Source: an optimization exercise on an open RTL-to-GDS flow (aim: small area). Production flows keep margins and buffers that such runs may drop.
In this exercise RTL edits were held to simulation tests only and were not proved equivalent to the original.
The clock input has no modelled driver; a real chip could not lean on it and would need a root buffer or a full tree.
Power is estimated from default activity; no workload was simulated.

$ cat flow/config.mk
export PLATFORM = sky130hd
export DESIGN_NAME = uart_edge_detection
export DESIGN_NICKNAME = uart_edge_detection
export VERILOG_FILES = /design/flow/design.v
export SDC_FILE = /design/flow/constraint.sdc
export NUM_CORES = 4
export LEC_CHECK = 0
export CAP_MARGIN = 20
export CORE_MARGIN = 2
export CORE_UTILIZATION = 40
export SLEW_MARGIN = 20
$ cat flow/constraint.sdc
create_clock -name core_clock -period 20.0 [get_ports {clk}]
set_input_delay 4.0000 -clock core_clock [delete_from_list [all_inputs] [get_ports {clk}]]
set_output_delay 4.0000 -clock core_clock [all_outputs]
set_load 0.01 [all_outputs]
$ cat flow/design.v
module uart_tx (
    input  logic clk,
    input  logic rst_n,
    input  logic tx_start,
    input  logic data_in,
    output logic tx_busy,
    output logic tx
);
    localparam logic [8:0] BAUD_TICK = 9'b001101000;
    localparam logic [8:0] BAUD_FULL = 9'b011010001;
    logic [8:0] baud;
    logic [3:0] bit_count;
    wire        tick      = baud == BAUD_TICK;
    wire        line_high = bit_count[2] && bit_count[1];
    wire        last_bit  = line_high && bit_count[0];
    always_ff @(posedge clk or negedge rst_n) begin
        if (!rst_n) begin
            tx_busy <= 1'b0;
            tx      <= 1'b1;
        end else if (tx_start && !tx_busy) begin
            tx_busy <= 1'b1;
        end else if (tx_busy && tick) begin
            tx <= line_high;
            if (last_bit)
                tx_busy <= 1'b0;
        end
    end
    always_ff @(posedge clk) begin
        if (!tx_busy) begin
            baud      <= BAUD_FULL;
            bit_count <= {2'b10, data_in, 1'b1};
        end else begin
            baud <= {baud[7:0], baud[8] ^ baud[4] ^ tick};
            if (tick)
                bit_count <= {bit_count[2:0], !bit_count[3] && (bit_count[1] || !bit_count[2])};
        end
    end
endmodule
module uart_rx (
    input  logic clk,
    input  logic rst_n,
    input  logic rx,
    output logic data_out,
    output logic data_valid
);
    localparam logic [8:0] BAUD_TICK = 9'b001101000;
    localparam logic [8:0] BAUD_HALF = 9'b110010100;
    logic [8:0] baud;
    logic [3:0] bit_count;
    logic       rx_active;
    logic       bit0;
    wire        tick      = baud == BAUD_TICK;
    wire        first_bit = !bit_count[3] && !bit_count[0];
    wire        last_slot = !bit_count[1] && !bit_count[0];
    always_ff @(posedge clk or negedge rst_n) begin
        if (!rst_n) begin
            rx_active  <= 1'b0;
            data_valid <= 1'b0;
        end else begin
            if (!rx_active && !rx) begin
                rx_active <= 1'b1;
            end else if (rx_active) begin
                if (tick && last_slot) begin
                    rx_active  <= 1'b0;
                    data_valid <= 1'b1;
                end
            end else begin
                data_valid <= 1'b0;
            end
        end
    end
    always_ff @(posedge clk) begin
        if (!rx_active) begin
            baud      <= BAUD_HALF;
            bit_count <= 4'b0011;
        end else begin
            baud <= {baud[7:0], baud[8] ^ baud[4] ^ tick};
            if (tick) begin
                bit_count <= {bit_count[2:0], bit_count[3] ^ bit_count[2]};
                if (first_bit)
                    bit0 <= rx;
                if (last_slot)
                    data_out <= bit0;
            end
        end
    end
endmodule
module uart_edge_detection (
    input logic clk,           
    input logic rst_n,         
    input logic uart_rx,       
    output logic uart_tx,      
    output logic led_rx,       
    output logic led_tx,       
    output logic data_ready    
);
    logic rx_data;             
    logic rx_done;
    logic tx_start;
    logic tx_busy;
    logic [17:0] line_buf;     
    logic [35:0] results;
    logic [5:0]  counter;      
    localparam logic [1:0] IDLE = 2'd0, RECEIVE = 2'd1, FIRST = 2'd2, SEND = 2'd3;
    logic [1:0] state, next_state;
    wire sending = state == SEND || (state == FIRST && !led_rx);
    uart_rx uart_receiver (
        .clk(clk),
        .rst_n(rst_n),
        .rx(uart_rx),
        .data_out(rx_data),
        .data_valid(rx_done)
    );
    uart_tx uart_transmitter (
        .clk(clk),
        .rst_n(rst_n),
        .tx_start(tx_start),
        .data_in(results[35]),
        .tx_busy(tx_busy),
        .tx(uart_tx)
    );
    always_ff @(posedge clk or negedge rst_n) begin
        if (!rst_n)
            state <= IDLE;
        else
            state <= next_state;
    end
    always_comb begin
        case (state)
            IDLE:      next_state = (rx_done) ? RECEIVE : IDLE;
            RECEIVE:   next_state = (counter == 6'd63 && rx_done) ? FIRST : RECEIVE;
            FIRST:     next_state = led_rx ? FIRST : SEND;
            SEND:      next_state = (counter == 6'd36 && !tx_busy) ? IDLE : SEND;
            default:   next_state = IDLE;
        endcase
    end
    wire take_pixel = (state == IDLE || state == RECEIVE) && rx_done;
    wire load_byte  = sending && !tx_busy && !tx_start;
    wire tx_takes   = tx_start && !tx_busy;
    logic [2:0] s, c;
    assign {c[0], s[0]} = rx_data + line_buf[0] + line_buf[1];
    assign {c[1], s[1]} = line_buf[7] + line_buf[8] + line_buf[9];
    assign {c[2], s[2]} = line_buf[15] + line_buf[16] + line_buf[17];
    wire window_set = (c[0] & c[1]) | (c[0] & c[2]) | (c[1] & c[2])
                    | ((c[0] | c[1] | c[2]) & ((s[0] & s[1]) | (s[0] & s[2]) | (s[1] & s[2])));
    wire window_done = (state == RECEIVE) && rx_done && counter[2:1] != 2'b00;
    always_ff @(posedge clk) begin
        if (state == IDLE)
            counter <= {5'd0, rx_done};
        else if ((state == RECEIVE && rx_done) || load_byte)
            counter <= counter + 6'd1;
    end
    always_ff @(posedge clk) begin
        if (take_pixel)
            line_buf <= {line_buf[16:0], rx_data};
        if (window_done || tx_takes)
            results <= {results[34:0], window_set};
    end
    always_ff @(posedge clk or negedge rst_n) begin
        if (!rst_n)
            tx_start <= 1'b0;
        else
            tx_start <= load_byte || (tx_start && !tx_busy);
    end
    always_ff @(posedge clk or negedge rst_n) begin
        if (!rst_n)
            led_rx <= 1'b0;
        else
            led_rx <= (state == RECEIVE) ? rx_done : 1'b0;
    end
    assign led_tx = tx_start;
    assign data_ready = state == SEND || (state == IDLE && tx_start);
endmodule
$ cat flow/flow/run.sh
#!/bin/bash
# Layout flow: the standard.sh (standard synthesis unchanged), with
#  - the combinational logic of that synthesis re-mapped by ABC for area
#    (flow/reopt.tcl, flow/area.abc); flip-flops are kept as synthesis made
#    them, same instances, names and cells;
#  - port buffers of buf_1 instead of the resizer's default pick;
#  - clock tree synthesis without dummy loads; afterwards leaf clusters are
#    merged up to 20 registers and the root buffer is a clkbuf_2
#    (flow/post_cts.tcl).
# Each tool's output goes to a log file here: synth_make.log, reopt_yosys.log,
# flow_make.log (ORFS also keeps per-step logs under orfs/logs).
set -euo pipefail
RES=orfs/results/$FLOW_PLATFORM/uart_edge_detection/base

bash standard.sh synth > synth_make.log 2>&1

cp $RES/1_2_yosys.v std_synth.v
export REOPT_DONT_USE="sky130_fd_sc_hd__probe_p_8 sky130_fd_sc_hd__probec_p_8 sky130_fd_sc_hd__lpflow_* sky130_fd_sc_hd__fill_*"
yosys -c flow/reopt.tcl > reopt_yosys.log 2>&1
cp reopt.v $RES/1_2_yosys.v
rm -f $RES/1_synth.odb

bash standard.sh \
  "BUFFER_PORTS_ARGS=-buffer_cell sky130_fd_sc_hd__buf_1" \
  "CTS_ARGS=-sink_clustering_enable -repair_clock_nets -dont_use_dummy_load" \
  "POST_CTS_TCL=$PWD/flow/post_cts.tcl" CLK_LEAF_MAX=20 CLK_LEAF_SPAN=120 \
  CLK_ROOT_CELL=sky130_fd_sc_hd__clkbuf_2 \
  finish > flow_make.log 2>&1
$ cat flow/flow/area.abc
strash; &get -n; &st; &dc2; &syn3; &put; dc2; dch; if -K 6 -a; mfs2; strash; dch; amap; topo; stime -c
$ cat flow/flow/post_cts.tcl
# Runs after TritonCTS (POST_CTS_TCL). TritonCTS splits the registers into
# leaf clusters of at most 15 sinks, each driven by its own clkbuf_8. Here
# clusters are merged, smallest pair of neighbours first, while a merged
# cluster stays at most $max_sinks registers: the clock then reaches the
# registers through fewer leaf buffers. The merged buffer moves to the middle
# of its registers, and the placement is legalized again.
set max_sinks [expr {[info exists ::env(CLK_LEAF_MAX)] ? $::env(CLK_LEAF_MAX) : 20}]
set max_span [expr {[info exists ::env(CLK_LEAF_SPAN)] ? $::env(CLK_LEAF_SPAN) : 120.0}]
set block [ord::get_db_block]
set dbu [$block getDbUnitsPerMicron]

proc is_reg_clk {iterm} {
  set m [[$iterm getInst] getMaster]
  return [expr {[string match "*__*df*" [$m getName]] && [[$iterm getMTerm] getName] eq "CLK"}]
}

# leaf buffer -> list of register clock iterms it drives
proc leaves {} {
  set out {}
  foreach inst [[ord::get_db_block] getInsts] {
    if {![string match "sky130_fd_sc_hd__clkbuf_*" [[$inst getMaster] getName]]} { continue }
    set onet [[$inst findITerm X] getNet]
    if {$onet eq "NULL"} { continue }
    set sinks {}
    set other 0
    foreach it [$onet getITerms] {
      if {[$it isOutputSignal]} { continue }
      if {[is_reg_clk $it]} { lappend sinks $it } else { incr other }
    }
    if {[llength $sinks] > 0 && $other == 0} { lappend out [list $inst $sinks] }
  }
  return $out
}

proc centroid {sinks} {
  set x 0; set y 0
  foreach it $sinks {
    set bb [[$it getInst] getBBox]
    set x [expr {$x + ([$bb xMin] + [$bb xMax]) / 2.0}]
    set y [expr {$y + ([$bb yMin] + [$bb yMax]) / 2.0}]
  }
  set n [llength $sinks]
  return [list [expr {$x / $n}] [expr {$y / $n}]]
}

while {1} {
  set ls [leaves]
  set best {}
  set best_cost 1e18
  for {set i 0} {$i < [llength $ls]} {incr i} {
    for {set j [expr {$i + 1}]} {$j < [llength $ls]} {incr j} {
      set a [lindex $ls $i]; set b [lindex $ls $j]
      set n [expr {[llength [lindex $a 1]] + [llength [lindex $b 1]]}]
      if {$n > $max_sinks} { continue }
      set all [concat [lindex $a 1] [lindex $b 1]]
      # span of the merged cluster, in um
      set xs {}; set ys {}
      foreach it $all {
        set bb [[$it getInst] getBBox]
        lappend xs [$bb xMin]; lappend ys [$bb yMin]
      }
      set span [expr {(([tcl::mathfunc::max {*}$xs] - [tcl::mathfunc::min {*}$xs]) + ([tcl::mathfunc::max {*}$ys] - [tcl::mathfunc::min {*}$ys])) / double($dbu)}]
      if {$span > $max_span} { continue }
      set cost [expr {$n * 1000 + $span}]
      if {$cost < $best_cost} { set best_cost $cost; set best [list $a $b] }
    }
  }
  if {$best eq {}} { break }
  lassign $best a b
  set keep [lindex $a 0]; set drop [lindex $b 0]
  set knet [[$keep findITerm X] getNet]
  set dnet [[$drop findITerm X] getNet]
  set inet [[$drop findITerm A] getNet]
  puts "post_cts: merging [$drop getName] ([llength [lindex $b 1]] sinks) into [$keep getName] ([llength [lindex $a 1]] sinks)"
  foreach it [lindex $b 1] {
    set pin "[[$it getInst] getName]/CLK"
    disconnect_pin [$dnet getName] $pin
    connect_pin [$knet getName] $pin
  }
  disconnect_pin [$inet getName] "[$drop getName]/A"
  disconnect_pin [$dnet getName] "[$drop getName]/X"
  delete_instance [$drop getName]
  delete_net [$dnet getName]
  lassign [centroid [concat [lindex $a 1] [lindex $b 1]]] cx cy
  $keep setLocation [expr {int($cx)}] [expr {int($cy)}]
  $keep setPlacementStatus PLACED
}
detailed_placement
check_placement -verbose

# The root buffer drives only the leaf buffers' inputs; a smaller cell
# is enough for that load.
if {[info exists ::env(CLK_ROOT_CELL)]} {
  foreach inst [[ord::get_db_block] getInsts] {
    if {![string match "sky130_fd_sc_hd__clkbuf_*" [[$inst getMaster] getName]]} { continue }
    set onet [[$inst findITerm X] getNet]
    if {$onet eq "NULL"} { continue }
    set only_bufs 1
    foreach it [$onet getITerms] {
      if {[$it isOutputSignal]} { continue }
      if {![string match "sky130_fd_sc_hd__clkbuf_*" [[[$it getInst] getMaster] getName]]} { set only_bufs 0 }
    }
    if {$only_bufs} {
      puts "post_cts: root [$inst getName] -> $::env(CLK_ROOT_CELL)"
      replace_cell [$inst getName] $::env(CLK_ROOT_CELL)
    }
  }
  detailed_placement
  check_placement -verbose
}
$ cat flow/flow/reopt.tcl
# Re-map the combinational logic of the standard synthesis for area.
# Reads std_synth.v (the standard synthesis netlist), keeps every flip-flop
# instance as it is (same name, same cell), turns the other cells back into
# logic and maps that logic again with ABC's area mapper. Writes reopt.v.
set lib $::env(FLOW_HOME)/platforms/sky130hd/lib/sky130_fd_sc_hd__tt_025C_1v80.lib
set dont_use {}
foreach c $::env(REOPT_DONT_USE) { lappend dont_use -dont_use $c }
yosys read_liberty -ignore_miss_func -ignore_miss_dir $lib
# flip-flops keep their hierarchy so that flatten and ABC leave them untouched
set flops {}
foreach m [split [exec grep -o {sky130_fd_sc_hd__e\?df[a-z0-9_]*} std_synth.v] "\n"] {
  if {[lsearch $flops $m] < 0} { lappend flops $m }
}
yosys setattr -mod -set keep_hierarchy 1 {*}$flops
yosys read_verilog std_synth.v
yosys hierarchy -top $::env(FLOW_TOP)
yosys flatten
yosys opt_clean -purge
yosys abc -liberty $lib {*}$dont_use -script flow/area.abc $::env(FLOW_TOP)
yosys opt_clean -purge
yosys hilomap -singleton -hicell sky130_fd_sc_hd__conb_1 HI -locell sky130_fd_sc_hd__conb_1 LO $::env(FLOW_TOP)
yosys insbuf -buf sky130_fd_sc_hd__buf_4 A X $::env(FLOW_TOP)
yosys opt_clean -purge
yosys stat -liberty $lib $::env(FLOW_TOP)
yosys select $::env(FLOW_TOP)
yosys write_verilog -noattr -nohex -nodec -selected reopt.v
$ cat flow/standard.sh
#!/bin/bash
# synth_recipe.tcl (not shown) runs the flow's synth.tcl, then flattens the netlist and writes it again
# the make line also repeats each setting of config.mk as NAME=value (left out here)
make -C /OpenROAD-flow-scripts/flow DESIGN_CONFIG=/design/flow/config.mk WORK_HOME=/design/flow/orfs CLKGATE_MAP_FILE= SYNTH_SCRIPT=/design/flow/synth_recipe.tcl "${@:-finish}"
==> reports/results.ini, run 1 <==
[run_status]
status=no timing/DRC/antenna violations

[synth]
syn-num-nets=235
yosysWarnings=3
avgSynthCellArea_um2=13.83
synth_area_mm2=0.003208
syn_inst=232

[global_routing]
overflow=0
grt_max_degree=37
grt_pass1_vias=1547
antenna_found_initial=0
grt_usage=0.1118
grt_pass1_wl_um=7341

[finish]
num_antenna_cells=0
final_area_mm2=0.003465
fill_cells=702
area_delta_synth_final_pct=7.995
drive_gt1_frac=0.04453
nets=252

[detailed_routing]
dr.pass1.iters=6
drtIter0Drc=62
ant_nets=0
wl_per_cell_um=12.66
vias=1662
drt_wl_total_um=4419
drc=0
vias_per_cell=4.762

[clock_tree]
cts_sinks=96
clkLatencyLatePin_ns=0.50
clkTransAtPathRegs_ns=0.10

[pwr]
power.density_mw_per_mm2=110.3
worst_ir_drop_vdd_mv=0.04357
cellLeakagePower_nw=1.163

[setup_path]
critPathCaptureType=primary output
crit_end=data_ready
path_max_fanout=8
start_kind=register
reg2regPathDepth=5
startpoint=state[1]$_DFF_PN0_
path_buf_inv=2
regToRegEndpoint=results[1]$_DFFE_PP_
reg2reg_from=uart_receiver.data_valid$_DFFE_PN0P_
cp.depth=4
slowest_stage=dfrtp_1
critical_path_class=reg -> out
cp.arrival_ns=1.88
required_ns=16.00
crit_chain=nor2_1 > clkinv_1 > o21ai_0 > buf_1
cp_top_family=flip-flops
ff2ff_setup_slack_ns=18.09
max_stage_delay_ns=0.44

[sta]
rsz0062_at_grt=no
timing.fmax_mhz=170.1
period_minus_slack_ns=5.879
fin_skew_ns=0.02661
slew_viol_final=0
maxSlewHeadroom=0.6570
worst_pin_slew_ns=0.5145
setup_viol=0
totalNegativeSetupSlack_ns=0
finalCritPeriodShare=0.2939
hold_viol=0

[run]
max_cap_viol_count=0

[placement]
place.gp.congestion=0.8090
place_hpwl_um=2829
dpl_cell_area_mm2=0.003377
port_buffers=6

[die]
die-area_mm2=0.008753
fp.dieW_um=93.56
ioPinCount=7
initial_core_util=0.4130
rows=32
fp.dieH_um=93.56
core-area_mm2=0.007767

[worst_hold_path]
hp-class=reg -> reg

[metrics by stage]
stage	setup WS [ns]	power (mW)	hold WS (ns)	utilization	instances
after floorplan	14.90	0.2940	0.3975	-	232
after global routing	13.96	0.4040	0.4251	0.4460	349
after detailed placement	14.63	0.3056	0.4045	0.4348	342
after global placement	14.66	0.3041	0.4021	0.4348	342
final	14.12	0.3823	0.4214	0.4460	349
[state kept, by name (all words and copies together), names as in the netlist, 2 cells and up]
register / flops
counter: 6
line_buf: 18
results: 36
state: 2
uart_receiver.baud: 9
uart_receiver.bit_count: 4
uart_transmitter.baud: 9
uart_transmitter.bit_count: 4
[routing by layer]
layer / vias up / track usage / routed length, um
li1: 856 / - / -
met1: 782 / 0.1599 / 2375
met2: 15 / 0.1499 / 1780
met3: 9 / 0.03868 / 169
met4: 0 / 0.05797 / 93
met5: - / 0 / 0
[worst reg2reg max path: cells and delay by family (launching register included)]
kind / cells / cell delay [ns]
buf+inv: 2 / 0.60
flops: 1 / 0.38
simple gates: 1 / 0.33
compound gates: 2 / 0.26
[cell type report]
| class | count | area [um^2] | share of cell area |
|---|---|---|---|
| Tap cell | 102 | 127.6 | 0.03684 |
| Clock buffer | 7 | 87.58 | 0.02528 |
| Multi-Input combinational cell | 114 | 585.6 | 0.1690 |
| Timing Repair Buffer | 8 | 37.54 | 0.01083 |
| Inverter | 22 | 82.58 | 0.02384 |
| Sequential cell | 96 | 2544 | 0.7342 |
[worst min path at each step]
stage / from / to / depth (start not counted)
finish: results[29]$_DFFE_PP_ / results[30]$_DFFE_PP_ / 0
global route: results[9]$_DFFE_PP_ / results[10]$_DFFE_PP_ / 0
detailed placement: results[21]$_DFFE_PP_ / results[22]$_DFFE_PP_ / 0
global placement: line_buf[14]$_DFFE_PP_ / line_buf[15]$_DFFE_PP_ / 0
floorplan: uart_transmitter.baud[0]$_SDFF_PN1_ / uart_transmitter.baud[1]$_SDFF_PN0_ / 2
[cells in the final DEF, fill, tap and decap left out, types with 2 or more instances in the layout]
master and count:
edfxtp_1 58, nand3_1 3, o21ai_0 12, buf_1 6, nand4_1 3, nor3_1 2
nor4_1 4, or2_0 7, dfxtp_1 30, clkinv_1 22, a211oi_1 2, nor2_1 27
nand2_1 16, a21oi_1 13, dfrtp_1 7, nor2b_1 7, o22ai_1 3, clkbuf_8 6
a31oi_1 5, buf_4 2, a22oi_1 2
[where the power goes]
group / switching (mW) / leakage, nW / internal (mW)
sequential: 0.0166 / 0.886 / 0.250
combinational: 0.0204 / 0.231 / 0.0133
clock: 0.0539 / 0.0473 / 0.0279
total: 0.0909 / 1.16 / 0.291
==> run 2: changes to the inputs <==
--- a/flow/design.v
+++ b/flow/design.v
@@ -99,7 +99,7 @@
     logic tx_start;
     logic tx_busy;
     logic [17:0] line_buf;     
-    logic [35:0] results;
+    logic [29:0] results;
     logic [5:0]  counter;      
     localparam logic [1:0] IDLE = 2'd0, RECEIVE = 2'd1, FIRST = 2'd2, SEND = 2'd3;
     logic [1:0] state, next_state;
@@ -115,7 +115,7 @@
         .clk(clk),
         .rst_n(rst_n),
         .tx_start(tx_start),
-        .data_in(results[35]),
+        .data_in(results[29]),
         .tx_busy(tx_busy),
         .tx(uart_tx)
     );
@@ -143,7 +143,10 @@
     assign {c[2], s[2]} = line_buf[15] + line_buf[16] + line_buf[17];
     wire window_set = (c[0] & c[1]) | (c[0] & c[2]) | (c[1] & c[2])
                     | ((c[0] | c[1] | c[2]) & ((s[0] & s[1]) | (s[0] & s[2]) | (s[1] & s[2])));
-    wire window_done = (state == RECEIVE) && rx_done && counter[2:1] != 2'b00;
+    wire window = (state == RECEIVE) && rx_done && counter[2:1] != 2'b00;
+    wire last_row = counter[5:3] == 3'd7;
+    wire window_done = window && !last_row;
+    wire window_last = window && last_row;
     always_ff @(posedge clk) begin
         if (state == IDLE)
             counter <= {5'd0, rx_done};
@@ -151,10 +154,11 @@
             counter <= counter + 6'd1;
     end
     always_ff @(posedge clk) begin
-        if (take_pixel)
-            line_buf <= {line_buf[16:0], rx_data};
+        if (take_pixel || tx_takes)
+            line_buf <= {line_buf[16:2], window_last ? window_set : line_buf[1],
+                         line_buf[0], rx_data};
         if (window_done || tx_takes)
-            results <= {results[34:0], window_set};
+            results <= {results[28:0], tx_takes ? line_buf[7] : window_set};
     end
     always_ff @(posedge clk or negedge rst_n) begin
         if (!rst_n)
==> reports/results.ini, run 2 <==
[finish]
regArea_mm2=0.002364
reg_top3=results x30, line_buf x18
top_register=results
area_delta_synth_final_pct=8.316
num_antenna_cells=0
largest_reg_flops=30
nets=259
fill_cells=724
final_common_cell=edfxtp_1
multi_input_area_um2=615.6
drive_gt1_frac=0.04331
final_cell_mix=edfxtp_1 (52), nor2_1 (30), dfxtp_1 (30), clkinv_1 (29), a21oi_1 (15)
final_util=0.4391

[sta]
maxSlewHeadroom=0.6633
hold_slack_ns=0.3989
timing.fmax_mhz=170.0
worst_pin_slew_ns=0.5050
setup_viol=0
hold_viol=0
finalWorstSetupSlack_ns=14.12
fin_skew_ns=0.02886
period_minus_slack_ns=5.882
slew_viol_final=0
finalCritPeriodShare=0.2941
rsz0062_at_grt=no
totalNegativeSetupSlack_ns=0

[global_routing]
grt_max_degree=31
grt_usage=0.1156
overflow=0
grt_pass1_wl_um=7534
antenna_found_initial=0
grt_pass1_vias=1612

[synth]
syn_inst=239
yosysWarnings=3
synth_area_mm2=0.003084
syn-num-nets=242
avgSynthCellArea_um2=12.90

[pwr]
worst_ir_drop_vdd_mv=0.05847
internal_power_uw=337.4
seq_power_share=0.669
power.density_mw_per_mm2=140.9
combPwrFrac=0.167
total_power_uw=470.9
cellLeakagePower_nw=1.139
p_clk_frac=0.165
p_switching_uw=133.5
p_sw_frac=0.2835

[die]
core-area_mm2=0.007607
rows=32
ioPinCount=7
fp.dieW_um=91.81
fp.dieH_um=91.81
die-area_mm2=0.008429
initial_core_util=0.4054

[detailed_routing]
ant_nets=0
drc=0
wl_per_cell_um=12.46
vias=1741
dr.pass1.iters=4
drtIter0Drc=47
vias_per_cell=4.890
drt_wl_total_um=4437

[placement]
port_buffers=6
place.gp.congestion=0.8118
place_hpwl_um=2888
dp_slack_ns=14.62

[run_status]
status=no timing/DRC/antenna violations

[setup_path]
required_ns=16.00
critical_path_class=reg -> out
reg2reg_from=uart_receiver.data_valid$_DFFE_PN0P_
startpoint=state[1]$_DFF_PN0_
critPathCaptureType=primary output
path_max_fanout=6
start_kind=register
cp.arrival_ns=1.88

[worst_hold_path]
hp-class=reg -> reg
hold_start=results[3]$_DFFE_PP_

[clock_tree]
cts_sinks=90
clkLatencyLatePin_ns=0.48
clkTransAtPathRegs_ns=0.10

[run]
max_cap_viol_count=0

==> run 2: through the flow <==
| stage | instance area [um^2] | cells |
|---|---|---|
| 3_3_place_gp | 3253 | 349 |
| 3_5_place_dp | 3253 | 349 |
| 2_1_floorplan | 3084 | 239 |
| 5_1_grt | 3341 | 356 |
| 6_report | 3341 | 356 |
==> run 2: power groups by stage <==
stage,Sequential (mW),Clock (mW),Combinational [mW]
after floorplan,0.309,0,0.0605
after global placement,0.317,0,0.0774
after detailed placement,0.317,0,0.0801
after global routing,0.322,0.0889,0.0909
final,0.315,0.0775,0.0786
==> run 2: cell type report <==
cell class                 count  share of cell area
sequential                    90              0.7075
multi-input combinational    120              0.1843
clock buffer                   7             0.02622
timing repair buffer           8             0.01124
tap                          102             0.03820
inverter                      29             0.03258
==> run 2: worst max-delay path, cell delays in order, from the launching register on <==
cell	delay, ns
dfrtp_1	0.43
nor2_1	0.34
clkinv_1	0.25
o22ai_1	0.21
buf_1	0.18
==> run 2: final timing paths <==
kind,cells after the start,slack [ns],to
worst max register to register,5,17.99,results[10]$_DFFE_PP_
worst min-delay path,0,0.40,results[4]$_DFFE_PP_
max in group asynchronous,1,16.17,uart_transmitter.tx$_DFFE_PN1P_
worst min register to register,0,0.40,results[4]$_DFFE_PP_
worst max-delay path,4,14.12,data_ready
min in group asynchronous,1,3.45,uart_receiver.rx_active$_DFF_PN0_
==> run 2: metal layers <==
layer	part of all wire	vias up	wire length, um	track usage
met1	0.52	829	2329	0.1649
li1	-	876	-	-
met2	0.42	29	1842	0.1563
met3	0.046	7	203	0.04108
met5	0	-	0	0
met4	0.014	0	61	0.05597
==> run 3: changes to the inputs <==
--- a/flow/design.v
+++ b/flow/design.v
@@ -8,8 +8,10 @@
 );
     localparam logic [8:0] BAUD_TICK = 9'b001101000;
     localparam logic [8:0] BAUD_FULL = 9'b011010001;
-    logic [8:0] baud;
-    logic [3:0] bit_count;
+    logic [8:0] baud_q;
+    wire  [8:0] baud = baud_q ^ BAUD_FULL;
+    logic [3:0] bit_count_q;   
+    wire  [3:0] bit_count = bit_count_q ^ 4'b1001;
     wire        tick      = baud == BAUD_TICK;
     wire        line_high = bit_count[2] && bit_count[1];
     wire        last_bit  = line_high && bit_count[0];
@@ -27,12 +29,12 @@
     end
     always_ff @(posedge clk) begin
         if (!tx_busy) begin
-            baud      <= BAUD_FULL;
-            bit_count <= {2'b10, data_in, 1'b1};
+            baud_q    <= 9'd0;
+            bit_count_q <= {2'b00, data_in, 1'b0};
         end else begin
-            baud <= {baud[7:0], baud[8] ^ baud[4] ^ tick};
+            baud_q <= {baud[7:0], baud[8] ^ baud[4] ^ tick} ^ BAUD_FULL;
             if (tick)
-                bit_count <= {bit_count[2:0], !bit_count[3] && (bit_count[1] || !bit_count[2])};
+                bit_count_q <= {bit_count[2:0], !bit_count[3] && (bit_count[1] || !bit_count[2])} ^ 4'b1001;
         end
     end
 endmodule
@@ -45,8 +47,10 @@
 );
     localparam logic [8:0] BAUD_TICK = 9'b001101000;
     localparam logic [8:0] BAUD_HALF = 9'b110010100;
-    logic [8:0] baud;
-    logic [3:0] bit_count;
+    logic [8:0] baud_q;
+    wire  [8:0] baud = baud_q ^ BAUD_HALF;
+    logic [3:0] bit_count_q;   
+    wire  [3:0] bit_count = bit_count_q ^ 4'b0011;
     logic       rx_active;
     logic       bit0;
     wire        tick      = baud == BAUD_TICK;
@@ -71,12 +75,12 @@
     end
     always_ff @(posedge clk) begin
         if (!rx_active) begin
-            baud      <= BAUD_HALF;
-            bit_count <= 4'b0011;
+            baud_q    <= 9'd0;
+            bit_count_q <= 4'd0;
         end else begin
-            baud <= {baud[7:0], baud[8] ^ baud[4] ^ tick};
+            baud_q <= {baud[7:0], baud[8] ^ baud[4] ^ tick} ^ BAUD_HALF;
             if (tick) begin
-                bit_count <= {bit_count[2:0], bit_count[3] ^ bit_count[2]};
+                bit_count_q <= {bit_count[2:0], bit_count[3] ^ bit_count[2]} ^ 4'b0011;
                 if (first_bit)
                     bit0 <= rx;
                 if (last_slot)
--- a/flow/flow/run.sh
+++ b/flow/flow/run.sh
@@ -4,9 +4,9 @@
 #    (flow/reopt.tcl, flow/area.abc); flip-flops are kept as synthesis made
 #    them, same instances, names and cells;
 #  - port buffers of buf_1 instead of the resizer's default pick;
-#  - clock tree synthesis without dummy loads; afterwards leaf clusters are
-#    merged up to 20 registers and the root buffer is a clkbuf_2
-#    (flow/post_cts.tcl).
+#  - clock tree synthesis without dummy loads; afterwards the registers are
+#    split again into 5 even groups by x, each driven by one leaf buffer,
+#    and the root buffer is a clkbuf_2 (flow/post_cts.tcl).
 # Each tool's output goes to a log file here: synth_make.log, reopt_yosys.log,
 # flow_make.log (ORFS also keeps per-step logs under orfs/logs).
 set -euo pipefail
@@ -23,6 +23,6 @@
 bash standard.sh \
   "BUFFER_PORTS_ARGS=-buffer_cell sky130_fd_sc_hd__buf_1" \
   "CTS_ARGS=-sink_clustering_enable -repair_clock_nets -dont_use_dummy_load" \
-  "POST_CTS_TCL=$PWD/flow/post_cts.tcl" CLK_LEAF_MAX=20 CLK_LEAF_SPAN=120 \
+  "POST_CTS_TCL=$PWD/flow/post_cts.tcl" CLK_LEAF_NX=5 CLK_LEAF_NY=1 \
   CLK_ROOT_CELL=sky130_fd_sc_hd__clkbuf_2 \
   finish > flow_make.log 2>&1
==> flow/flow/area.abc (replaced) <==
strash; &get -n; &st; &syn2; &put; dc2; dch; if -K 4 -a; mfs2; strash; dch; amap; topo; stime -c
==> flow/flow/post_cts.tcl (replaced) <==
# Runs after TritonCTS (POST_CTS_TCL). TritonCTS drives the registers from
# leaf buffers of at most 15 registers each, placed on an H-tree, and the
# clusters come out uneven. Here the registers are split again into
# CLK_LEAF_NX x CLK_LEAF_NY groups of (nearly) equal size, by x and then by
# y, each driven by one of the existing leaf buffers, moved to the middle of
# its group; leaf buffers left over are removed. The root buffer, which
# then drives only the leaf buffers' inputs, becomes CLK_ROOT_CELL.
# The placement is legalized afterwards.
set nx $::env(CLK_LEAF_NX)
set ny $::env(CLK_LEAF_NY)
set block [ord::get_db_block]

proc is_reg_clk {iterm} {
  set m [[$iterm getInst] getMaster]
  return [expr {[string match "*__*df*" [$m getName]] && [[$iterm getMTerm] getName] eq "CLK"}]
}

proc pin_xy {iterm} {
  set bb [[$iterm getInst] getBBox]
  return [list [expr {([$bb xMin] + [$bb xMax]) / 2}] [expr {([$bb yMin] + [$bb yMax]) / 2}]]
}

# leaf buffers and the register clock pins they drive; the root
set leaves {}
set sinks {}
set root ""
foreach inst [$block getInsts] {
  if {![string match "sky130_fd_sc_hd__clkbuf_*" [[$inst getMaster] getName]]} { continue }
  set onet [[$inst findITerm X] getNet]
  if {$onet eq "NULL"} { continue }
  set regs {}
  set other 0
  foreach it [$onet getITerms] {
    if {[$it isOutputSignal]} { continue }
    if {[is_reg_clk $it]} { lappend regs $it } else { incr other }
  }
  if {[llength $regs] > 0 && $other == 0} {
    lappend leaves $inst
    foreach it $regs { lappend sinks [list $it {*}[pin_xy $it]] }
  } elseif {[llength $regs] == 0 && $other > 0} {
    set root $inst
  }
}
set k [expr {$nx * $ny}]
puts "post_cts: [llength $leaves] leaf buffers, [llength $sinks] registers, root [expr {$root eq "" ? "none" : [$root getName]}]"
if {$root ne "" && [llength $leaves] > $k} {
  # split into nx columns of equal size by x, each into ny groups by y
  set groups {}
  set byx [lsort -integer -index 1 $sinks]
  set n [llength $byx]
  for {set i 0} {$i < $nx} {incr i} {
    set a [expr {($n * $i) / $nx}]
    set b [expr {($n * ($i + 1)) / $nx - 1}]
    set col [lsort -integer -index 2 [lrange $byx $a $b]]
    set m [llength $col]
    for {set j 0} {$j < $ny} {incr j} {
      set c [expr {($m * $j) / $ny}]
      set d [expr {($m * ($j + 1)) / $ny - 1}]
      lappend groups [lrange $col $c $d]
    }
  }
  # rewire: group g is driven by leaf buffer g
  for {set g 0} {$g < $k} {incr g} {
    set buf [lindex $leaves $g]
    set net [[$buf findITerm X] getNet]
    set sx 0; set sy 0
    foreach s [lindex $groups $g] {
      lassign $s it x y
      set sx [expr {$sx + $x}]; set sy [expr {$sy + $y}]
      set cur [$it getNet]
      if {$cur ne $net} {
        set pin "[[$it getInst] getName]/CLK"
        disconnect_pin [$cur getName] $pin
        connect_pin [$net getName] $pin
      }
    }
    set cnt [llength [lindex $groups $g]]
    $buf setLocation [expr {$sx / $cnt}] [expr {$sy / $cnt}]
    $buf setPlacementStatus PLACED
    puts "post_cts: [$buf getName] drives $cnt registers"
  }
  # remove the leaf buffers left over
  set rnet [[$root findITerm X] getNet]
  foreach buf [lrange $leaves $k end] {
    set net [[$buf findITerm X] getNet]
    puts "post_cts: removing [$buf getName]"
    disconnect_pin [$rnet getName] "[$buf getName]/A"
    disconnect_pin [$net getName] "[$buf getName]/X"
    delete_instance [$buf getName]
    delete_net [$net getName]
  }
  if {[info exists ::env(CLK_ROOT_CELL)]} {
    puts "post_cts: root [$root getName] -> $::env(CLK_ROOT_CELL)"
    replace_cell [$root getName] $::env(CLK_ROOT_CELL)
  }
  detailed_placement
  check_placement -verbose
}
==> reports/results.ini, run 3 <==
[synth]
syn_inst=233
syn-num-nets=236
avgSynthCellArea_um2=13.05
synth_area_mm2=0.003040
yosysWarnings=3

[setup_path]
slowest_stage=dfrtp_1
critPathCaptureType=primary output
cp.arrival_ns=1.80
required_ns=16.00
critical_path_class=reg -> out
path_max_fanout=6
max_stage_delay_ns=0.43
crit_chain=nor2_1 > clkinv_1 > o21ai_0 > buf_1
start_kind=register

[finish]
drive_gt1_frac=0.04049
final_cell_mix=edfxtp_1 (52), nor2_1 (41), dfxtp_1 (30), clkinv_1 (23), o21ai_0 (15)
largest_reg_flops=30
final_common_cell=edfxtp_1
area_delta_synth_final_pct=7.942
top_register=results
num_antenna_cells=0
nets=252
fill_cells=686
reg_top3=results x30, line_buf x18

[pwr]
cellLeakagePower_nw=1.140
total_power_uw=482.6
worst_ir_drop_vdd_mv=0.07281
power.density_mw_per_mm2=147.1

[sta]
rsz0062_at_grt=no
timing.fmax_mhz=172.6
period_minus_slack_ns=5.795
maxSlewHeadroom=0.7042
worst_pin_slew_ns=0.4428
hold_viol=0
totalNegativeSetupSlack_ns=0
hold_slack_ns=0.4050
fin_skew_ns=0.008253
setup_viol=0
slew_viol_final=0
finalCritPeriodShare=0.2898

[die]
fp.dieW_um=91.19
core-area_mm2=0.007292
fp.dieH_um=91.19
rows=31
ioPinCount=7
initial_core_util=0.4170
die-area_mm2=0.008315

[global_routing]
overflow=0
grt_max_degree=31
grt_pass1_vias=1553
antenna_found_initial=0
grt_pass1_wl_um=7086
grt_usage=0.1065

[worst_hold_path]
hp-class=reg -> reg

[placement]
place_hpwl_um=2700
port_buffers=6
place.gp.congestion=0.8836

[clock_tree]
clkLatencyLatePin_ns=0.40
clkTransAtPathRegs_ns=0.11
cts_sinks=90

[detailed_routing]
drt_wl_total_um=4179
drc=0
vias_per_cell=4.821
wl_per_cell_um=12.08
ant_nets=0
dr.pass1.iters=4
drtIter0Drc=50
vias=1668

[run]
max_cap_viol_count=0

[run_status]
status=no timing/DRC/antenna violations

==> run 3: layout make-up <==
cell class / instances / area, um^2 / share of cell area
Clock buffer: 6 / 73.82 / 0.02249
Tap cell: 99 / 123.9 / 0.03774
Multi-Input combinational cell: 120 / 596.8 / 0.1819
Timing Repair Buffer: 8 / 37.54 / 0.01144
Sequential cell: 90 / 2364 / 0.7202
Inverter: 23 / 86.33 / 0.02631
==> run 3: worst paths after layout <==
path	end	from	cells past startpoint	slack, ns
worst max-delay path	data_ready	state[1]$_DFF_PN0_	4	14.21
worst min-delay path	uart_transmitter.baud_q[4]$_SDFF_PN0_	uart_transmitter.baud_q[3]$_SDFF_PN0_	1	0.41
worst max register to register	uart_receiver.data_out$_DFFE_PP_	uart_receiver.baud_q[0]$_SDFF_PN0_	6	17.94
worst min register to register	uart_transmitter.baud_q[4]$_SDFF_PN0_	uart_transmitter.baud_q[3]$_SDFF_PN0_	1	0.41
max in group asynchronous	uart_transmitter.tx$_DFFE_PN1P_	rst_n	1	16.19
min in group asynchronous	led_rx$_DFF_PN0_	rst_n	1	3.49
==> run 3: per-layer routing <==
| metal | global-route usage | share of wire | vias to the layer above |
|---|---|---|---|
| met2 | 0.1648 | 0.43 | 26 |
| met4 | 0.02778 | 0.0074 | 0 |
| met1 | 0.1437 | 0.52 | 788 |
| met5 | 0 | 0 | - |
| li1 | - | - | 852 |
| met3 | 0.03734 | 0.039 | 2 |
==> run 3: per-stage QoR <==
step / setup WS, ns / util / instance area, um^2 / cells
2_1_floorplan: 14.85 / - / 3040 / 233
6_report: 14.21 / 0.4501 / 3282 / 346
3_3_place_gp: 14.68 / 0.4399 / 3208 / 340
3_5_place_dp: 14.66 / 0.4399 / 3208 / 340
5_1_grt: 13.99 / 0.4501 / 3282 / 346
==> run 3: critical path, delay by kind of cell, from the launching register on <==
| family | cells | cell delay (ns) |
|---|---|---|
| buffers and inverters | 2 | 0.43 |
| AND/OR/NAND/NOR | 1 | 0.34 |
| AO/OA/AOI/OAI | 1 | 0.20 |
| flip-flops | 1 | 0.43 |
==> run 3: where the power goes <==
group	internal [mW]	leakage, nW	switching (mW)
clock	0.0238	0.0401	0.0471
sequential	0.292	0.844	0.0343
combinational	0.0290	0.255	0.0565
==> run 4: changes to the inputs <==
--- a/flow/flow/run.sh
+++ b/flow/flow/run.sh
@@ -2,7 +2,8 @@
 # Layout flow: the standard.sh (standard synthesis unchanged), with
 #  - the combinational logic of that synthesis re-mapped by ABC for area
 #    (flow/reopt.tcl, flow/area.abc); flip-flops are kept as synthesis made
-#    them, same instances, names and cells;
+#    them, same instances, names and cells, and so are its full adders and
+#    majority gates;
 #  - port buffers of buf_1 instead of the resizer's default pick;
 #  - clock tree synthesis without dummy loads; afterwards the registers are
 #    split again into 5 even groups by x, each driven by one leaf buffer,
==> flow/flow/area.abc (replaced) <==
strash; dc2; dc2; dch; amap; topo; stime -c
--- a/flow/flow/reopt.tcl
+++ b/flow/flow/reopt.tcl
@@ -1,14 +1,16 @@
 # Re-map the combinational logic of the standard synthesis for area.
 # Reads std_synth.v (the standard synthesis netlist), keeps every flip-flop
-# instance as it is (same name, same cell), turns the other cells back into
+# instance as it is (same name, same cell), and the full adders and majority
+# gates synthesis made for the window count, turns the other cells back into
 # logic and maps that logic again with ABC's area mapper. Writes reopt.v.
 set lib $::env(FLOW_HOME)/platforms/sky130hd/lib/sky130_fd_sc_hd__tt_025C_1v80.lib
 set dont_use {}
 foreach c $::env(REOPT_DONT_USE) { lappend dont_use -dont_use $c }
 yosys read_liberty -ignore_miss_func -ignore_miss_dir $lib
-# flip-flops keep their hierarchy so that flatten and ABC leave them untouched
+# flip-flops, full adders and majority gates keep their hierarchy so that
+# flatten and ABC leave them untouched
 set flops {}
-foreach m [split [exec grep -o {sky130_fd_sc_hd__e\?df[a-z0-9_]*} std_synth.v] "\n"] {
+foreach m [split [exec grep -o {sky130_fd_sc_hd__\(e\?df\|fa_\|maj3_\)[a-z0-9_]*} std_synth.v] "\n"] {
   if {[lsearch $flops $m] < 0} { lappend flops $m }
 }
 yosys setattr -mod -set keep_hierarchy 1 {*}$flops
==> reports/results.ini, run 4 <==
[setup_path]
start_kind=register
reg2reg_from=uart_receiver.baud_q[4]$_SDFF_PN0_
cp.arrival_ns=1.68
reg2regPathDepth=5
required_ns=16.00
ff2ff_setup_slack_ns=18.00
path_max_fanout=9
crit_end=data_ready
regToRegEndpoint=uart_receiver.bit0$_DFFE_PP_
critPathCaptureType=primary output
critical_path_class=reg -> out
max_stage_delay_ns=0.44
crit_chain=nor2_1 > clkinv_1 > o21ai_0 > buf_1
startpoint=state[1]$_DFF_PN0_
slowest_stage=dfrtp_1

[run_status]
status=no timing/DRC/antenna violations

[finish]
top_register=results
final_area_mm2=0.003257
multi_input_area_um2=579.3
fill_cells=696
regArea_mm2=0.002364
drive_gt1_frac=0.04386
area_delta_synth_final_pct=7.919
num_antenna_cells=0
largest_reg_flops=30
final_common_cell=edfxtp_1
nets=236
final_cell_mix=edfxtp_1 (52), nor2_1 (31), dfxtp_1 (30), clkinv_1 (21), o21ai_0 (12)
reg_top3=results x30, line_buf x18

[synth]
syn_inst=214
synth_area_mm2=0.003018
syn-num-nets=220
yosysWarnings=3
avgSynthCellArea_um2=14.10

[detailed_routing]
drc=0
drtIter0Drc=106
drt_wl_total_um=4099
vias_per_cell=4.758
wl_per_cell_um=12.54
dr.pass1.iters=5
ant_nets=0
vias=1556

[pwr]
internal_power_uw=336.4
total_power_uw=467.0
worst_ir_drop_vdd_mv=0.04452
combPwrFrac=0.164
seq_power_share=0.683
p_switching_uw=130.6
p_clk_frac=0.153
power.density_mw_per_mm2=143.4
p_sw_frac=0.2797
cellLeakagePower_nw=1.128

[sta]
setup_viol=0
fin_skew_ns=0.008976
finalWorstSetupSlack_ns=14.32
finalCritPeriodShare=0.2838
rsz0062_at_grt=no
hold_viol=0
worst_pin_slew_ns=0.4377
period_minus_slack_ns=5.677
totalNegativeSetupSlack_ns=0
maxSlewHeadroom=0.7082
hold_slack_ns=0.4054
timing.fmax_mhz=176.2
slew_viol_final=0

[die]
ioPinCount=7
die-area_mm2=0.008256
rows=31
fp.dieH_um=90.86
fp.dieW_um=90.86
core-area_mm2=0.007292
initial_core_util=0.4139

[worst_hold_path]
hp-class=reg -> reg

[placement]
dpl_cell_area_mm2=0.003183
place_hpwl_um=2723
port_buffers=6
place.gp.congestion=0.8038
dp_slack_ns=14.78

[global_routing]
antenna_found_initial=0
grt_max_degree=31
grt_pass1_wl_um=6948
grt_pass1_vias=1453
overflow=0
grt_usage=0.1055

[clock_tree]
clkTransAtPathRegs_ns=0.11
cts_sinks=90
clkLatencyLatePin_ns=0.41

[run]
max_cap_viol_count=0

run 4: area by class of cell:
cell class              count  area share
inverters                  21     0.02420
repair buffers              8     0.01153
clock buffers               6     0.02267
well taps                  99     0.03803
flip-flops and latches     90      0.7257
multi-input cells         103      0.1779
run 4: layer usage:
metal | part of all wire | vias to the layer above | global-route usage | routed length (um)
li1 | - | 785 | - | -
met5 | 0 | - | 0 | 0
met4 | 0.0022 | 0 | 0.01894 | 9
met3 | 0.030 | 2 | 0.03756 | 123
met1 | 0.54 | 748 | 0.1537 | 2224
met2 | 0.42 | 21 | 0.1549 | 1742
run 4: worst min path at each step:
stage	startpoint	endpoint	depth (start not counted)
after floorplan	uart_receiver.baud_q[1]$_SDFF_PN0_	uart_receiver.baud_q[2]$_SDFF_PN0_	1
after global placement	uart_receiver.baud_q[1]$_SDFF_PN0_	uart_receiver.baud_q[2]$_SDFF_PN0_	1
after detailed placement	uart_receiver.baud_q[1]$_SDFF_PN0_	uart_receiver.baud_q[2]$_SDFF_PN0_	1
after global routing	uart_receiver.baud_q[3]$_SDFF_PN0_	uart_receiver.baud_q[4]$_SDFF_PN0_	1
final	uart_receiver.baud_q[1]$_SDFF_PN0_	uart_receiver.baud_q[2]$_SDFF_PN0_	1
run 4: through the flow:
| stage | cells | utilization |
|---|---|---|
| final | 327 | 0.4466 |
| after global placement | 321 | 0.4365 |
| after floorplan | 214 | - |
| after global routing | 327 | 0.4466 |
| after detailed placement | 321 | 0.4365 |
run 4: critical path, delay by kind of cell, from the launching register on:
family                 cells  cell delay [ns]
and+or+nand+nor            1             0.15
AOI/OAI and AO/OA          1             0.27
DFF                        1             0.44
buffers and inverters      2             0.41
run 4: power by group through the flow:
stage | combinational (mW) | sequential (mW) | clock, mW
global route | 0.0891 | 0.328 | 0.0822
global placement | 0.0750 | 0.321 | 0
floorplan | 0.0577 | 0.314 | 0
detailed placement | 0.0777 | 0.323 | 0
finish | 0.0766 | 0.319 | 0.0715
==> run 5: changes to the inputs <==
--- a/flow/design.v
+++ b/flow/design.v
@@ -105,9 +105,20 @@
     logic [17:0] line_buf;     
     logic [29:0] results;
     logic [5:0]  counter;      
-    localparam logic [1:0] IDLE = 2'd0, RECEIVE = 2'd1, FIRST = 2'd2, SEND = 2'd3;
-    logic [1:0] state, next_state;
-    wire sending = state == SEND || (state == FIRST && !led_rx);
+    localparam logic [2:0]
+        IDLE      = 3'b000,
+        RECEIVE   = 3'b001,    
+        PROCESS   = 3'b010,    
+        RECEIVE_L = 3'b011,    
+        FIRST     = 3'b100,    
+        SEND      = 3'b101,    
+        IDLE_T    = 3'b110,    
+        SEND_T    = 3'b111;    
+    logic [2:0] state, next_state;
+    wire idle      = state == IDLE || state == IDLE_T;
+    wire receiving = !state[2] && state[0];
+    wire sending   = state[2] && (!state[1] || state[0]);
+    assign tx_start = state[2] && state[1];
     uart_rx uart_receiver (
         .clk(clk),
         .rst_n(rst_n),
@@ -129,17 +140,21 @@
         else
             state <= next_state;
     end
+    wire load_byte  = sending && !tx_busy && !tx_start;
+    wire tx_start_next = load_byte || (tx_start && !tx_busy);
     always_comb begin
-        case (state)
-            IDLE:      next_state = (rx_done) ? RECEIVE : IDLE;
-            RECEIVE:   next_state = (counter == 6'd63 && rx_done) ? FIRST : RECEIVE;
-            FIRST:     next_state = led_rx ? FIRST : SEND;
-            SEND:      next_state = (counter == 6'd36 && !tx_busy) ? IDLE : SEND;
-            default:   next_state = IDLE;
-        endcase
+        if (idle)
+            next_state = rx_done ? RECEIVE : IDLE;
+        else if (receiving)
+            next_state = !rx_done ? RECEIVE : counter == 6'd63 ? PROCESS : RECEIVE_L;
+        else if (state == PROCESS)
+            next_state = FIRST;
+        else if (counter == 6'd36 && !tx_busy)
+            next_state = tx_start_next ? IDLE_T : IDLE;
+        else
+            next_state = tx_start_next ? SEND_T : SEND;
     end
-    wire take_pixel = (state == IDLE || state == RECEIVE) && rx_done;
-    wire load_byte  = sending && !tx_busy && !tx_start;
+    wire take_pixel = (idle || receiving) && rx_done;
     wire tx_takes   = tx_start && !tx_busy;
     logic [2:0] s, c;
     assign {c[0], s[0]} = rx_data + line_buf[0] + line_buf[1];
@@ -147,14 +162,14 @@
     assign {c[2], s[2]} = line_buf[15] + line_buf[16] + line_buf[17];
     wire window_set = (c[0] & c[1]) | (c[0] & c[2]) | (c[1] & c[2])
                     | ((c[0] | c[1] | c[2]) & ((s[0] & s[1]) | (s[0] & s[2]) | (s[1] & s[2])));
-    wire window = (state == RECEIVE) && rx_done && counter[2:1] != 2'b00;
+    wire window = receiving && rx_done && counter[2:1] != 2'b00;
     wire last_row = counter[5:3] == 3'd7;
     wire window_done = window && !last_row;
     wire window_last = window && last_row;
     always_ff @(posedge clk) begin
-        if (state == IDLE)
+        if (idle)
             counter <= {5'd0, rx_done};
-        else if ((state == RECEIVE && rx_done) || load_byte)
+        else if ((receiving && rx_done) || load_byte)
             counter <= counter + 6'd1;
     end
     always_ff @(posedge clk) begin
@@ -164,18 +179,7 @@
         if (window_done || tx_takes)
             results <= {results[28:0], tx_takes ? line_buf[7] : window_set};
     end
-    always_ff @(posedge clk or negedge rst_n) begin
-        if (!rst_n)
-            tx_start <= 1'b0;
-        else
-            tx_start <= load_byte || (tx_start && !tx_busy);
-    end
-    always_ff @(posedge clk or negedge rst_n) begin
-        if (!rst_n)
-            led_rx <= 1'b0;
-        else
-            led_rx <= (state == RECEIVE) ? rx_done : 1'b0;
-    end
-    assign led_tx = tx_start;
-    assign data_ready = state == SEND || (state == IDLE && tx_start);
+    assign led_rx     = !state[2] && state[1];
+    assign led_tx     = tx_start;
+    assign data_ready = state[2] && (state[1] || state[0]);
 endmodule
==> reports/results.ini, run 5 <==
[sta]
maxSlewHeadroom=0.4827
totalNegativeSetupSlack_ns=0
rsz0062_at_grt=no
finalWorstSetupSlack_ns=14.45
timing.fmax_mhz=180.3
hold_slack_ns=0.4066
setup_viol=0
period_minus_slack_ns=5.545
fin_skew_ns=0.009193
worst_pin_slew_ns=0.7759
hold_viol=0
slew_viol_final=0
finalCritPeriodShare=0.2773

[detailed_routing]
vias_per_cell=4.735
ant_nets=0
wl_per_cell_um=12.47
drt_wl_total_um=4090
drc=0
drtIter0Drc=103
vias=1553
dr.pass1.iters=4

[synth]
syn_inst=216
synth_area_mm2=0.003003
yosysWarnings=3
syn-num-nets=222
avgSynthCellArea_um2=13.90

[finish]
area_delta_synth_final_pct=7.792
top_register=results
reg_top3=results x30, line_buf x18
num_antenna_cells=0
final_cell_mix=edfxtp_1 (52), nor2_1 (33), dfxtp_1 (30), clkinv_1 (23), nand2_1 (14)
final_common_cell=edfxtp_1
fin_cells=328
largest_reg_flops=30
nets=237
fill_cells=668
drive_gt1_frac=0.03930

[placement]
place.gp.congestion=0.7792
place_hpwl_um=2626
port_buffers=6
place_inst=322
dp_slack_ns=14.88

[setup_path]
start_kind=register
path_buf_inv=3
max_stage_delay_ns=0.39
critPathCaptureType=primary output
critical_path_class=reg -> out
path_max_fanout=5
cp.arrival_ns=1.55
crit_end=data_ready
cp_top_family=buffers and inverters
crit_chain=clkinv_1 > nor2_1 > clkinv_1 > o21ai_0 > buf_1
cp.depth=5
slowest_stage=dfrtp_1
startpoint=state[2]$_DFF_PN0_
reg2regPathDepth=6
regToRegEndpoint=line_buf[12]$_DFFE_PP_
reg2reg_from=state[2]$_DFF_PN0_
ff2ff_setup_slack_ns=17.54
critPathMostFrequentCell=clkinv_1
required_ns=16.00

[die]
die-area_mm2=0.008217
fp.dieW_um=90.65
rows=31
initial_core_util=0.4140
fp.dieH_um=90.65
core-area_mm2=0.007253
ioPinCount=7

[global_routing]
overflow=0
grt_pass1_wl_um=6975
grt_max_degree=31
antenna_found_initial=0
grt_usage=0.1085
grt_pass1_vias=1483

[clock_tree]
cts_sinks=89
clkLatencyLatePin_ns=0.41
clkTransAtPathRegs_ns=0.10

[pwr]
worst_ir_drop_vdd_mv=0.07962
power.density_mw_per_mm2=150.3
cellLeakagePower_nw=1.107

[run_status]
status=no timing/DRC/antenna violations

[run]
max_cap_viol_count=0

[worst_hold_path]
hp-class=reg -> reg

==> run 5: power by group <==
| part | leakage [nW] | total, mW | internal [mW] | switching, mW |
|---|---|---|---|---|
| Clock | 0.0401 | 0.0699 | 0.0237 | 0.0462 |
| Combinational | 0.253 | 0.0919 | 0.0334 | 0.0585 |
| Sequential | 0.814 | 0.325 | 0.290 | 0.0344 |
| Total | 1.11 | 0.487 | 0.348 | 0.139 |
==> run 5: layer usage <==
layer | GRT usage | up-vias | part of all wire
met3 | 0.04007 | 4 | 0.031
met2 | 0.1536 | 19 | 0.44
met5 | 0 | - | 0
met1 | 0.1535 | 742 | 0.52
met4 | 0.03846 | 0 | 0.011
li1 | - | 788 | -
==> run 5: final cells by class <==
| cell class | count | area [um^2] | share of cell area |
|---|---|---|---|
| inverter | 23 | 86.33 | 0.02667 |
| timing repair buffer | 7 | 30.03 | 0.009277 |
| clock buffer | 6 | 73.82 | 0.02281 |
| multi-input combinational | 104 | 584.3 | 0.1805 |
| sequential | 89 | 2338 | 0.7225 |
| tap | 99 | 123.9 | 0.03827 |
==> run 5: worst min path at each step <==
| stage | start | slack, ns | endpoint | depth (start not counted) |
|---|---|---|---|---|
| detailed placement | uart_receiver.baud_q[3]$_SDFF_PN0_ | 0.40 | uart_receiver.baud_q[4]$_SDFF_PN0_ | 1 |
| finish | uart_receiver.baud_q[2]$_SDFF_PN0_ | 0.41 | uart_receiver.baud_q[3]$_SDFF_PN0_ | 1 |
| global route | uart_receiver.baud_q[2]$_SDFF_PN0_ | 0.43 | uart_receiver.baud_q[3]$_SDFF_PN0_ | 1 |
| floorplan | uart_receiver.baud_q[1]$_SDFF_PN0_ | 0.38 | uart_receiver.baud_q[2]$_SDFF_PN0_ | 1 |
| global placement | uart_receiver.baud_q[3]$_SDFF_PN0_ | 0.39 | uart_receiver.baud_q[4]$_SDFF_PN0_ | 1 |
==> run 5: metrics by stage <==
| stage | instance area (um^2) | utilization | total power, mW |
|---|---|---|---|
| floorplan | 3003 | - | 0.3889 |
| global placement | 3163 | 0.4361 | 0.4182 |
| detailed placement | 3163 | 0.4361 | 0.4218 |
| global route | 3237 | 0.4463 | 0.5225 |
| finish | 3237 | 0.4463 | 0.4866 |

## afterwards: timing with drivers on the ports
The results above use ideal ports. As a check the final layouts listed here were re-extracted and re-timed, cells and wires unchanged. Step 1: set_driving_cell puts a clkbuf_16 on clk and a buf_2 on each other input, an assumption about the parent block. Step 2 moves the port delays by t, midway between the first and last clock arrival at a register: inputs arrive t later, outputs are due t later. That takes back most of the time a late clock gives input paths. Slacks: ideal / step 1 / step 2; pairs: ideal / step 1.
| run | shift t [ns] | slack for setup (ns) | latest minus earliest clock arrival (ns) | cell pins on the clock port's net |
|---|---|---|---|---|
| run 1 | 0.518 | 14.121 / 14.095 / 14.612 | 0.026 / 0.027 | 1 |
| run 2 | 0.487 | 14.118 / 14.093 / 14.581 | 0.029 / 0.029 | 1 |
| run 3 | 0.424 | 14.205 / 14.177 / 14.601 | 0.008 / 0.008 | 1 |
| run 4 | 0.430 | 14.324 / 14.301 / 14.731 | 0.009 / 0.009 | 1 |
| run 5 | 0.438 | 14.455 / 14.427 / 14.864 | 0.009 / 0.009 | 1 |
After both steps every run listed still meets setup and hold.
